What follows belongs to an exercise in optimizing a design on an open flow for small area; a production flow would make more cautious choices.
Only simulation tests tie the RTL to the original design; equivalence was not proved.
No activity file was given, so power comes from the tool's default toggle rates.

## TL_UART
module TL_UART #(
    parameter [15:0] C_DEFAULT_BAUD_RATE = 16'd868,
    parameter C_DEFAULT_TX_ON = 1,
    parameter C_DEFAULT_RX_ON = 1,
    parameter C_TILELINK_ID_WIDTH = 1
) (
    input  wire                           uart_clock_i,
    input  wire                           uart_reset_i,
    input  wire [                    2:0] uart_a_opcode,
    input  wire [                    2:0] uart_a_param,
    input  wire [                    2:0] uart_a_size,
    input  wire [C_TILELINK_ID_WIDTH-1:0] uart_a_source,
    input  wire [                   11:0] uart_a_address,
    input  wire [                    3:0] uart_a_mask,
    input  wire [                   31:0] uart_a_data,
    input  wire                           uart_a_corrupt,
    input  wire                           uart_a_valid,
    output wire                           uart_a_ready,
    output wire [                    2:0] uart_d_opcode,
    output wire [                    1:0] uart_d_param,
    output wire [                    2:0] uart_d_size,
    output wire [C_TILELINK_ID_WIDTH-1:0] uart_d_source,
    output wire                           uart_d_denied,
    output wire [                   31:0] uart_d_data,
    output wire                           uart_d_corrupt,
    output wire                           uart_d_valid,
    input  wire                           uart_d_ready,
    input  wire                           UART_RX,
    output wire                           UART_TX,
    output wire                           UART_RX_IRQ,
    output wire                           UART_TX_IRQ
);
  localparam IW = C_TILELINK_ID_WIDTH;
  localparam HW = 5 + 3 + IW + 16;
  wire l_wr = ~uart_a_opcode[2];
  wire l_rd = (uart_a_opcode == 3'd4) | (uart_a_opcode[2:1] == 2'b01);
  ...
Size: ~660 flip-flops, ~110 I/O pins, roughly 26000 um2 of cells after synthesis.
Settings: LEC_CHECK=0, CAP_MARGIN=20, CORE_MARGIN=2, CORE_UTILIZATION=65, CTS_CLUSTER_DIAMETER=70, CTS_CLUSTER_SIZE=25, PLACE_DENSITY=0.75, SLEW_MARGIN=20; clock period 8.0 ns.
run.sh (not shown) runs the stock make flow with config.mk's settings and CLKGATE_MAP_FILE= SYNTH_SCRIPT=/design/flow/synth_recipe.tcl, a recipe that flattens the netlist after the stock synthesis.
Next try:
- CORE_UTILIZATION: 65 -> 40
- CTS_BUF_LIST: unset -> sky130_fd_sc_hd__clkbuf_4
- CTS_CLUSTER_DIAMETER: 70 -> unset
- CTS_CLUSTER_SIZE: 25 -> unset
- PLACE_DENSITY: 0.75 -> 0.6
After rerunning: Area after synthesis stays the same. Worst hold slack degrades by 27 ps. Global-route usage goes down by 10 points. Final area goes up by 5.5%. Final cell count goes up by 25%. Core utilization goes down by 25 points.
Next try:
==> flow/flow/run.sh (new file) <==
#!/bin/bash
# Own layout flow: the standard ORFS flow with three changes.
#  1. Synthesis maps logic with an area-oriented ABC script (flow/abc_area.script,
#     selected by ABC_AREA=1 in config.mk). Everything before ABC, including
#     flip-flop mapping and register names, is the standard synthesis.
#  2. CTS without dummy loads and with larger sink clusters.
#  3. Port buffers use sky130_fd_sc_hd__buf_1.
set -euo pipefail
W="$(cd "$(dirname "${BASH_SOURCE[0]}")/.." && pwd)"
cd "$W"

# ORFS scripts with only the ABC area script replaced, for synthesis
rm -rf "$W/synth_scripts"
cp -r "$FLOW_HOME/scripts" "$W/synth_scripts"
cp "$W/flow/abc_area.script" "$W/synth_scripts/abc_area.script"
SCRIPTS_DIR="$W/synth_scripts" bash standard.sh synth > "$W/synth.log" 2>&1

export CTS_ARGS="-sink_clustering_enable -repair_clock_nets -dont_use_dummy_load -sink_clustering_size 25 -sink_clustering_max_diameter 70"
export BUFFER_PORTS_ARGS="-buffer_cell sky130_fd_sc_hd__buf_1"
bash standard.sh > "$W/layout.log" 2>&1
==> flow/flow/abc_area.script (new file) <==
&get -n
&st
&syn2
&dch -f
&nf -p -R 1000
&put
topo
==> flow/standard.sh (new file) <==
#!/bin/bash
# synth_recipe.tcl (not shown) runs the flow's synth.tcl, then flattens the netlist and writes it again
# the make line also repeats each setting of config.mk as NAME=value (left out here)
make -C /OpenROAD-flow-scripts/flow DESIGN_CONFIG=/design/flow/config.mk WORK_HOME=/design/flow/orfs CLKGATE_MAP_FILE= SYNTH_SCRIPT=/design/flow/synth_recipe.tcl "${@:-finish}"
- ABC_AREA: unset -> 1
- CORE_UTILIZATION: 40 -> 65
- CTS_BUF_LIST: sky130_fd_sc_hd__clkbuf_4 -> unset
- PLACE_DENSITY: 0.6 -> 0.75
removed: flow/run.sh
What happened: Die area drops by 40%. Synthesized area is lower by 3.5%. Routed wire length came out lower by 19%. Utilization went up by 25 points. Flip-flop and latch count does not change. Setup slack is worse by 540 ps. Cell area is lower by 9.7%. Combinational power drops by about 20%. Sequential share of layout area rises by 6.8 points. Global-route usage came out higher by 7.8 points.
Next try:
==> flow/run.sh (new file) <==
#!/bin/bash
# synth_recipe.tcl (not shown) runs the flow's synth.tcl, then flattens the netlist and writes it again
# the make line also repeats each setting of config.mk as NAME=value (left out here)
make -C /OpenROAD-flow-scripts/flow DESIGN_CONFIG=/design/flow/config.mk WORK_HOME=/design/flow/orfs CLKGATE_MAP_FILE= SYNTH_SCRIPT=/design/flow/synth_recipe.tcl finish
- ABC_AREA: 1 -> unset
- CORE_UTILIZATION: 65 -> 40
- PLACE_DENSITY: 0.75 -> 0.6
removed: flow/flow/run.sh
removed: flow/flow/abc_area.script
removed: flow/standard.sh
Result: Flip-flop and latch count is unchanged. First-iteration DRC count goes up by 18%. Total power rose by 24%. Final area goes up by 10%. Maximum frequency climbs by 0.68%. Worst setup slack improves by 34 ps. Via count is higher by 7.6%. Clock-buffer cell count rises by 56. Die area goes up by 67%.

---

## rev 12
Another version of the RTL of TL_UART (not shown whole).
Size in the first run: about 2000 cells after synthesis.
Settings: LEC_CHECK=0, ABC_AREA=1, CAP_MARGIN=20, CORE_MARGIN=2, CORE_UTILIZATION=65, PLACE_DENSITY=0.75, SLEW_MARGIN=20; clock period 8.0 ns.
standard.sh (not shown) runs the stock make flow with config.mk's settings and CLKGATE_MAP_FILE= SYNTH_SCRIPT=/design/flow/synth_recipe.tcl, a recipe that flattens the netlist after the stock synthesis.
==> flow/flow/run.sh <==
#!/bin/bash
# Own layout flow: the standard ORFS flow with three changes.
#  1. Synthesis maps logic with an area-oriented ABC script (flow/abc_area.script,
#     selected by ABC_AREA=1 in config.mk). Everything before ABC, including
#     flip-flop mapping and register names, is the standard synthesis.
#  2. CTS without dummy loads and with larger sink clusters.
#  3. Port buffers use sky130_fd_sc_hd__buf_1.
set -euo pipefail
W="$(cd "$(dirname "${BASH_SOURCE[0]}")/.." && pwd)"
cd "$W"

# ORFS scripts with only the ABC area script replaced, for synthesis
rm -rf "$W/synth_scripts"
cp -r "$FLOW_HOME/scripts" "$W/synth_scripts"
cp "$W/flow/abc_area.script" "$W/synth_scripts/abc_area.script"
SCRIPTS_DIR="$W/synth_scripts" bash standard.sh synth > "$W/synth.log" 2>&1

export CTS_ARGS="-sink_clustering_enable -repair_clock_nets -dont_use_dummy_load -sink_clustering_size 8 -sink_clustering_max_diameter 40 -buf_list sky130_fd_sc_hd__clkbuf_4"
export BUFFER_PORTS_ARGS="-buffer_cell sky130_fd_sc_hd__buf_1"
bash standard.sh > "$W/layout.log" 2>&1
==> flow/flow/abc_area.script <==
&get -n
&st
&deepsyn -T 120
&dch -f
&nf -p -R 1000 -F 10 -A 10 -C 32
&put
topo
### rev 12 -> rev 13
-- flow/flow/run.sh --
<<< rev 12, line 5
#     flip-flop mapping and register names, is the standard synthesis.
#  2. CTS without dummy loads and with larger sink clusters.
#  3. Port buffers use sky130_fd_sc_hd__buf_1.
set -euo pipefail
>>> rev 13, line 5
#     flip-flop mapping and register names, is the standard synthesis.
#  2. CTS without dummy loads, with clkbuf_4 buffers and small sink clusters.
#  3. Port buffers use sky130_fd_sc_hd__buf_1.
#  4. Global placement keeps timing-driven net weights but drops the buffers
#     its virtual repair would insert (the design has ample setup slack).
set -euo pipefail
<<< rev 12, line 17

export CTS_ARGS="-sink_clustering_enable -repair_clock_nets -dont_use_dummy_load -sink_clustering_size 8 -sink_clustering_max_diameter 40 -buf_list sky130_fd_sc_hd__clkbuf_4"
export BUFFER_PORTS_ARGS="-buffer_cell sky130_fd_sc_hd__buf_1"
bash standard.sh > "$W/layout.log" 2>&1
>>> rev 13, line 19

export CTS_ARGS="-sink_clustering_enable -repair_clock_nets -dont_use_dummy_load -sink_clustering_size 10 -sink_clustering_max_diameter 40 -buf_list sky130_fd_sc_hd__clkbuf_4"
export BUFFER_PORTS_ARGS="-buffer_cell sky130_fd_sc_hd__buf_1"
export GPL_KEEP_OVERFLOW=0
bash standard.sh > "$W/layout.log" 2>&1
==> flow/flow/abc_area.script <==
&get -n
&st
&deepsyn -T 150 -S 7
&deepsyn -T 150 -S 3
&dch -f
&nf -p -R 1000 -F 10 -A 10 -C 32
&put
topo
### Flow results
Between rev 13 and rev 12, the count of cell types in the netlist is higher for rev 12.
Rev 13 against rev 12: total global routing track utilization stayed essentially flat; final cell area excluding filler cells fell by 2.0%; worst path setup slack after routing higher; die area went down by 0.52%; worst-margin pin slew increased by 0.20 ns relative to the old numbers.
Rev 12 has a lower clock-pin slew on the worst setup and hold paths than rev 13.
Cmp rev 13 and rev 12 / clock share of power / higher: rev 12
Total length of routed wires sits lower in rev 13 than in rev 12.

-- re-timing with driven ports --
How much do the figures lean on ideal ports? The routed layouts below were timed once more, with nothing changed but the port constraints.
Step 1 sets driving cells, clkbuf_16 on the clock port and buf_2 on the other inputs (assumed; they add their load-dependent delay and slew).
Step 2 moves the port delays by t, midway between the first and last clock arrival at a register: inputs arrive t later, outputs are due t later. That takes back most of the time a late clock gives input paths.
Three values: ideal, step 1, step 2; two values: the first two.
run	t (ns)	slack for setup (ns)	hold WS [ns]	worst slew at a driven data input, ns	cell pins on the clock port's net
the first run of note 1	0.624	3.142 / 3.177 / 2.553	0.423 / 0.423 / 0.423	0.07	1
the second run of note 1	1.077	3.582 / 3.582 / 2.557	0.396 / 0.396 / 0.396	0.06	1
the third run of note 1	0.617	3.043 / 3.059 / 2.442	0.429 / 0.429 / 0.429	0.05	1
the fourth run of note 1	0.669	3.077 / 3.109 / 2.440	0.408 / 0.408 / 0.408	0.06	1
rev 12	0.852	2.972 / 3.001 / 2.150	0.286 / 0.286 / 0.286	0.06	1
rev 13	0.817	3.103 / 3.128 / 2.311	0.316 / 0.316 / 0.316	0.04	1
After both steps every run listed still meets setup and hold. The setup slack of the second run of note 1, which loses most, moves by 0.000 ns with the drivers and by -1.025 ns with both steps.
